This design comes from an exercise in tuning for small area on the open sky130 flow, not from production work.
In this exercise RTL edits were held to simulation tests only and were not proved equivalent to the original.

Design lininterp, start of the top module:
module	lininterp #(
		parameter	INW   = 28,
				OWID  = 28,
				MPREC = 28,
				CTRBITS = 32
	) (
		input	wire			i_clk,
		input	wire			i_reset,
		input	wire			i_ce,
		input	wire	[(CTRBITS-1):0]	i_step,
		input	wire	[(INW-1):0]	i_data,
		output	wire			o_ce,
		output	wire	[(OWID-1):0]	o_data
	);
	reg			pre_ce, r_ce, r_ovfl, x_ce, p_valid, r_first;
	reg	[27:0]		r_next;
	reg	[28:0]		r_slope;
	reg	[31:0]		r_counter;
	reg	[27:0]		r_offset;
	reg	[27:0]		x_res, p_res, o_res;
	wire	one1;
	wire	two2;
	wire	neg3;
	wire	pp4;
	wire	pp5;
	wire	pp6;
	wire	pp7;
	wire	pp8;
	wire	pp9;
	wire	pp10;
	wire	pp11;
	wire	pp12;
	wire	pp13;
	wire	pp14;
	wire	pp15;
	wire	pp16;
	wire	pp17;
	wire	pp18;
	wire	pp19;
	wire	pp20;
	wire	pp21;
	wire	pp22;
	wire	pp23;
	wire	pp24;
	wire	pp25;
	wire	pp26;
	wire	pp27;
	wire	pp28;
	wire	pp29;
	wire	pp30;
	wire	pp31;
	wire	pp32;
	wire	pp33;
	wire	one34;
	wire	two35;
	wire	neg36;
	wire	pp37;
	wire	pp38;
	wire	pp39;
	wire	pp40;
	wire	pp41;
	wire	pp42;
	wire	pp43;
	wire	pp44;
	wire	pp45;
	wire	pp46;
	wire	pp47;
	wire	pp48;
	wire	pp49;
	wire	pp50;
	wire	pp51;
	wire	pp52;
	wire	pp53;
	wire	pp54;
	wire	pp55;
	wire	pp56;
	wire	pp57;
	wire	pp58;
	wire	pp59;
	wire	pp60;
	wire	pp61;
	wire	pp62;
	wire	pp63;
	wire	pp64;
	wire	pp65;
	wire	pp66;
	wire	one67;
	wire	two68;
	wire	neg69;
	wire	pp70;
	wire	pp71;
	wire	pp72;
	wire	pp73;
  ...
Size in the first run: roughly 2,700 cells after synthesis, about 210 flip-flops, ~92 I/O pins, ~26,000 um2 of cells after synthesis.
export LEC_CHECK = 0
export ABC_AREA = 1
export CAP_MARGIN = 20
export CORE_MARGIN = 2
export CORE_UTILIZATION = 65
export CTS_BUF_LIST = sky130_fd_sc_hd__clkbuf_8
export CTS_CLUSTER_DIAMETER = 100
export CTS_CLUSTER_SIZE = 12
export PLACE_DENSITY = 0.75
export SLEW_MARGIN = 20
export SYNTH_HIERARCHICAL = 1
export SYNTH_MINIMUM_KEEP_SIZE = 0
create_clock -name core_clock -period 10.0 [get_ports {i_clk}]
standard.sh (not shown) runs the stock make flow with config.mk's settings and CLKGATE_MAP_FILE= SYNTH_SCRIPT=/design/flow/synth_recipe.tcl, a recipe that flattens the netlist after the stock synthesis.
==> flow/flow/run.sh <==
#!/bin/bash
# Layout flow: the standard flow (standard.sh, unchanged synthesis and
# steps), except that the input and output port buffers are made from the
# smallest buffer cell, sky130_fd_sc_hd__buf_1, instead of the cell that
# buffer_ports picks by default. Every port still gets its own buffer.
set -euo pipefail
export BUFFER_PORTS_ARGS="-buffer_cell sky130_fd_sc_hd__buf_1"
bash standard.sh finish > standard_flow.log 2>&1
The starting point completed with no timing, DRC or antenna violations.
Change:
==> flow/flow/run.sh (replaced) <==
#!/bin/bash
# Layout flow: the standard flow (standard.sh: the standard synthesis and
# ORFS steps, unchanged), run with these settings:
#  - the input and output port buffers use the smallest buffer cell,
#    sky130_fd_sc_hd__buf_1 (every port still gets its own buffer);
#  - synthesis buffers are removed at floorplan, and placement is not
#    timing driven, so no buffers are kept from virtual repair runs;
#  - clock tree: clkbuf_8 buffers, sink clusters of up to 12, and no
#    dummy loads.
set -euo pipefail
export BUFFER_PORTS_ARGS="-buffer_cell sky130_fd_sc_hd__buf_1"
export REMOVE_ABC_BUFFERS=1
export CTS_ARGS="-sink_clustering_enable -repair_clock_nets -sink_clustering_size 12 -sink_clustering_max_diameter 100 -buf_list sky130_fd_sc_hd__clkbuf_8 -dont_use_dummy_load"
bash standard.sh finish > standard_flow.log 2>&1
--- a/flow/config.mk
+++ b/flow/config.mk
@@ -11,5 +11,3 @@
 export CORE_UTILIZATION = 65
-export CTS_BUF_LIST = sky130_fd_sc_hd__clkbuf_8
-export CTS_CLUSTER_DIAMETER = 100
-export CTS_CLUSTER_SIZE = 12
+export GPL_TIMING_DRIVEN = 0
 export PLACE_DENSITY = 0.75
Cell count came out lower by 2.2%; utilization came out higher by 0.30 points; synthesized area stays the same; via count came out higher by 2.8%.
Change:
--- a/flow/flow/run.sh
+++ b/flow/flow/run.sh
@@ -11,3 +11,3 @@
 export BUFFER_PORTS_ARGS="-buffer_cell sky130_fd_sc_hd__buf_1"
-export REMOVE_ABC_BUFFERS=1
+
 export CTS_ARGS="-sink_clustering_enable -repair_clock_nets -sink_clustering_size 12 -sink_clustering_max_diameter 100 -buf_list sky130_fd_sc_hd__clkbuf_8 -dont_use_dummy_load"
--- a/flow/config.mk
+++ b/flow/config.mk
@@ -8,8 +8,7 @@
 export ABC_AREA = 1
-export CAP_MARGIN = 20
+export CAP_MARGIN = 5
 export CORE_MARGIN = 2
 export CORE_UTILIZATION = 65
-export GPL_TIMING_DRIVEN = 0
 export PLACE_DENSITY = 0.75
-export SLEW_MARGIN = 20
+export SLEW_MARGIN = 5
 export SYNTH_HIERARCHICAL = 1
Worst setup slack improved by 91 ps.
Die area is unchanged.
Synthesized cell count stays the same.
Synthesized area stays the same.
Wire length drops by 2.0%.
First-iteration DRC count drops by 13%.
Non-clock buffer count is higher by 54.
Final area fell by 0.90%.
Fmax climbs by 1.0%.

-- re-timing with driven ports --
No port has a modelled driver above. Below, the same layouts with a new extraction and two added sets of constraints.
Step 1 sets driving cells, clkbuf_16 on the clock port and buf_2 on the other inputs (assumed; they add their load-dependent delay and slew).
Step 2, shift: input delay + t, output delay - t, t = (earliest + latest rising clock arrival at the registers) / 2. This alone moves slack from input paths to output paths.
a / b / c = no drivers / after step 1 / after step 2; a / b = the first two.
run | t (ns) | setup WS [ns] | hold slack, ns | latest minus earliest clock arrival (ns)
the first run | 0.646 | 1.219 / 1.219 / 1.219 | 0.406 / 0.406 / 0.406 | 0.022 / 0.022
the second run | 0.627 | 1.161 / 1.161 / 1.161 | 0.368 / 0.368 / 0.368 | 0.053 / 0.053
the third run | 0.622 | 1.252 / 1.252 / 1.252 | 0.387 / 0.387 / 0.387 | 0.066 / 0.066
After both steps every run listed still meets setup and hold.
